Context: an optimization exercise on an open-source flow, tuned for small area, a short achievable clock period and few clock cycles per item. The choices shown serve that exercise and are no tape-out recipe.
Only simulation tests tie the RTL to the original design; equivalence was not proved.
No driver is modelled on the clock port, so clock power and skew are understated where the tree is cut down; a real chip needs a root buffer or a tree.

// boron_enc
module boron_enc (
    input  clk, rst, start, input [63:0] plain_text, input [79:0] master_key,
    output reg done, output [63:0] cipher_text
);
For scale: roughly 150 flip-flops, roughly 8400 sq um of cells after synthesis.
export LEC_CHECK = 0
export CAP_MARGIN = 20
export CORE_MARGIN = 2
export CORE_UTILIZATION = 65
export SETUP_SLACK_MARGIN = 3.07
export SLEW_MARGIN = 20
create_clock -name core_clock -period 5.0 [get_ports {clk}]
standard.sh (not shown) runs the stock make flow with config.mk's settings and CLKGATE_MAP_FILE= SYNTH_SCRIPT=/design/flow/synth_recipe.tcl, a recipe that flattens the netlist after the stock synthesis.
==> flow/flow/run.sh <==
#!/bin/bash
# Standard layout with two changes: smaller port buffers (ports.tcl) and a
# one-level clock tree (cts.tcl).
set -euo pipefail
here=$(pwd)
args=("PRE_GLOBAL_PLACE_TCL=$here/flow/ports.tcl" "PRE_CTS_TCL=$here/flow/cts.tcl")
if [[ -f flow/extra.txt ]]; then while read -r l; do [[ -n "$l" ]] && args+=("$l"); done < flow/extra.txt; fi
bash standard.sh "${args[@]}" finish > standard.log 2>&1
Other scripts of this flow, unchanged in this note and not shown: flow/flow/cts.tcl, flow/flow/extra.txt, flow/flow/ports.tcl
The starting point went through all stages and came out clean.
Testbench counts at the start, summed over its fixed seeds: cycles 9,992, items 384.
Rerun with:
--- a/flow/config.mk
+++ b/flow/config.mk
@@ -10,2 +10,2 @@
-export CORE_UTILIZATION = 65
-export SETUP_SLACK_MARGIN = 3.07
+export CORE_UTILIZATION = 40
+export SETUP_SLACK_MARGIN = 3.0
=> The new run completed without violations. Critical path depth grows by 5. Clock skew stays flat. First-iteration DRC count goes down by 22%. Final cell count goes up by about 8%. Cell area climbs by about 0.3%. Synthesized area does not change. Die area grows by about 60%.
Rerun with:
--- a/flow/config.mk
+++ b/flow/config.mk
@@ -10 +10 @@
-export CORE_UTILIZATION = 40
+export CORE_UTILIZATION = 65
What happened: The changed run produced a clean layout; final cell count shrinks by 7.7%; routed wire length came out lower by 9.0%; die area falls by 38%; hold slack gets worse by 4.4 ps.
Rerun with:
--- a/flow/config.mk
+++ b/flow/config.mk
@@ -10 +10 @@
-export CORE_UTILIZATION = 65
+export CORE_UTILIZATION = 80
=> Setup slack loses 140 ps. Die area decreases by 18%. Clock skew barely changes. Synthesized area stays the same. Wire length came out higher by 32%. Worst hold slack is better by 5.3 ps. Cell count came out lower by 2.5%. Cell area is about the same.
No run of this note takes its clock network from TritonCTS; it comes from the design's own scripts or RTL.

========
Starting RTL as in the previous note.
==> flow/config.mk <==
export PLATFORM = sky130hd
export DESIGN_NAME = boron_enc
export DESIGN_NICKNAME = boron_enc
export VERILOG_FILES = /design/flow/design.v
export SDC_FILE = /design/flow/constraint.sdc
export NUM_CORES = 4
export LEC_CHECK = 0
export CAP_MARGIN = 20
export CORE_MARGIN = 2
export CORE_UTILIZATION = 40
export SLEW_MARGIN = 20
==> flow/constraint.sdc <==
create_clock -name core_clock -period 5.0 [get_ports {clk}]
set_input_delay 1.0000 -clock core_clock [delete_from_list [all_inputs] [get_ports {clk}]]
set_output_delay 1.0000 -clock core_clock [all_outputs]
set_load 0.01 [all_outputs]
==> flow/flow/run.sh <==
#!/bin/bash
set -euo pipefail
here=$(pwd)
args=("PRE_GLOBAL_PLACE_TCL=$here/flow/ports.tcl")
if [[ -f flow/cts_args.txt ]]; then args+=("CTS_ARGS=$(cat flow/cts_args.txt)"); fi
if [[ -f flow/extra.txt ]]; then while read -r l; do [[ -n "$l" ]] && args+=("$l"); done < flow/extra.txt; fi
bash standard.sh "${args[@]}" finish > standard.log 2>&1
==> flow/flow/ports.tcl <==
# Port buffers: buf_1 on the inputs, buf_2 on the outputs (which drive the
# output load), in place of the single buffer_ports call global placement makes.
rename buffer_ports std_buffer_ports
proc buffer_ports {args} {
  std_buffer_ports -inputs -buffer_cell sky130_fd_sc_hd__buf_1
  std_buffer_ports -outputs -buffer_cell sky130_fd_sc_hd__buf_2
}
The first run finished with timing, DRC and antenna clean.
Testbench counts at the start, summed over its fixed seeds: cycles 9,992, items 384.
==> next run, changes <==
==> flow/flow/cts_args.txt (new file) <==
-sink_clustering_enable -repair_clock_nets -sink_clustering_size 40 -sink_clustering_max_diameter 200 -dont_use_dummy_load
- SETUP_SLACK_MARGIN: not set -> 3.4
After rerunning:
- The changed run went through all stages and came out clean
- worst setup slack gains 0.31 ns
- design area climbs by a quarter to a third
- sequential cell count stays the same
- maximum frequency came out higher by about a fifth
==> next run, changes <==
==> flow/flow/run.sh (replaced) <==
#!/bin/bash
# Standard layout, with the port buffers made from buf_2 cells instead of the
# cell buffer_ports picks by default.
set -euo pipefail
bash standard.sh "BUFFER_PORTS_ARGS=-buffer_cell sky130_fd_sc_hd__buf_2" finish > standard.log 2>&1
- SETUP_SLACK_MARGIN: 3.4 -> not set
removed: flow/flow/cts_args.txt
removed: flow/flow/ports.tcl
What happened: The changed run ran to the end with no violations. Setup slack degrades by 0.26 ns. Routed wire length came out lower by about 18%. Via count went down by 13%. Die area does not change. Sequential share of layout area grows by 5.9 points. Non-clock buffer count drops by 173. Clock-buffer cell count came out higher by 4.
==> next run, changes <==
==> flow/flow/run.sh (replaced) <==
#!/bin/bash
set -euo pipefail
here=$(pwd)
args=("PRE_GLOBAL_PLACE_TCL=$here/flow/ports.tcl")
if [[ -f flow/cts_args.txt ]]; then args+=("CTS_ARGS=$(cat flow/cts_args.txt)"); fi
if [[ -f flow/extra.txt ]]; then while read -r l; do [[ -n "$l" ]] && args+=("$l"); done < flow/extra.txt; fi
bash standard.sh "${args[@]}" finish > standard.log 2>&1
==> flow/flow/cts_args.txt (new file) <==
-sink_clustering_enable -repair_clock_nets -sink_clustering_size 40 -sink_clustering_max_diameter 200 -dont_use_dummy_load
==> flow/flow/ports.tcl (new file) <==
# Port buffers: buf_1 on the inputs, buf_2 on the outputs (which drive the
# output load), in place of the single buffer_ports call global placement makes.
rename buffer_ports std_buffer_ports
proc buffer_ports {args} {
  std_buffer_ports -inputs -buffer_cell sky130_fd_sc_hd__buf_1
  std_buffer_ports -outputs -buffer_cell sky130_fd_sc_hd__buf_2
}
- SETUP_SLACK_MARGIN: not set -> 3.2
Global-route usage rises by 2.2 points.
Worst setup slack gains 0.26 ns.
Wire length rises by 13%.
Via count goes up by 9.8%.
Count of clock-buffer cells in the layout drops by 4.
Register-to-register slack improved by 0.17 ns.
Core utilization came out higher by 9.9 points.
Area after synthesis does not change.
Critical path depth is unchanged.
Die area stays the same.

==> what the ideal ports hide <==
The results above use ideal ports. As a check the final layouts listed here were re-extracted and re-timed, cells and wires unchanged.
Step 1: set_driving_cell puts a clkbuf_16 on clk and a buf_2 on each other input, an assumption about the parent block.
Step 2 also shifts input and output timing later by t, the mid clock arrival at the registers, as if the neighbouring blocks saw the same clock.
a / b / c = no drivers / after step 1 / after step 2; a / b = the first two.
| run | shift t [ns] | slack for setup (ns) | clock arrival spread, ns | cell pins on the clock port's net |
|---|---|---|---|---|
| the first run of note 1 | 0.360 | 3.084 / 3.027 / 3.107 | 0.010 / 0.009 | 2 |
| the second run of note 1 | 0.368 | 3.058 / 3.000 / 3.058 | 0.010 / 0.011 | 2 |
| the third run of note 1 | 0.361 | 3.051 / 2.992 / 3.077 | 0.010 / 0.011 | 2 |
| the fourth run of note 1 | 0.369 | 2.909 / 2.909 / 2.909 | 0.007 / 0.006 | 2 |
| the first run of note 2 | 0.463 | 2.743 / 2.705 / 2.743 | 0.013 / 0.013 | 1 |
| the second run of note 2 | 0.462 | 3.052 / 3.006 / 3.104 | 0.017 / 0.017 | 1 |
| the third run of note 2 | 0.466 | 2.795 / 2.749 / 2.887 | 0.009 / 0.009 | 1 |
| the fourth run of note 2 | 0.460 | 3.054 / 3.008 / 3.063 | 0.019 / 0.020 | 1 |
After both steps every run listed still meets setup and hold.
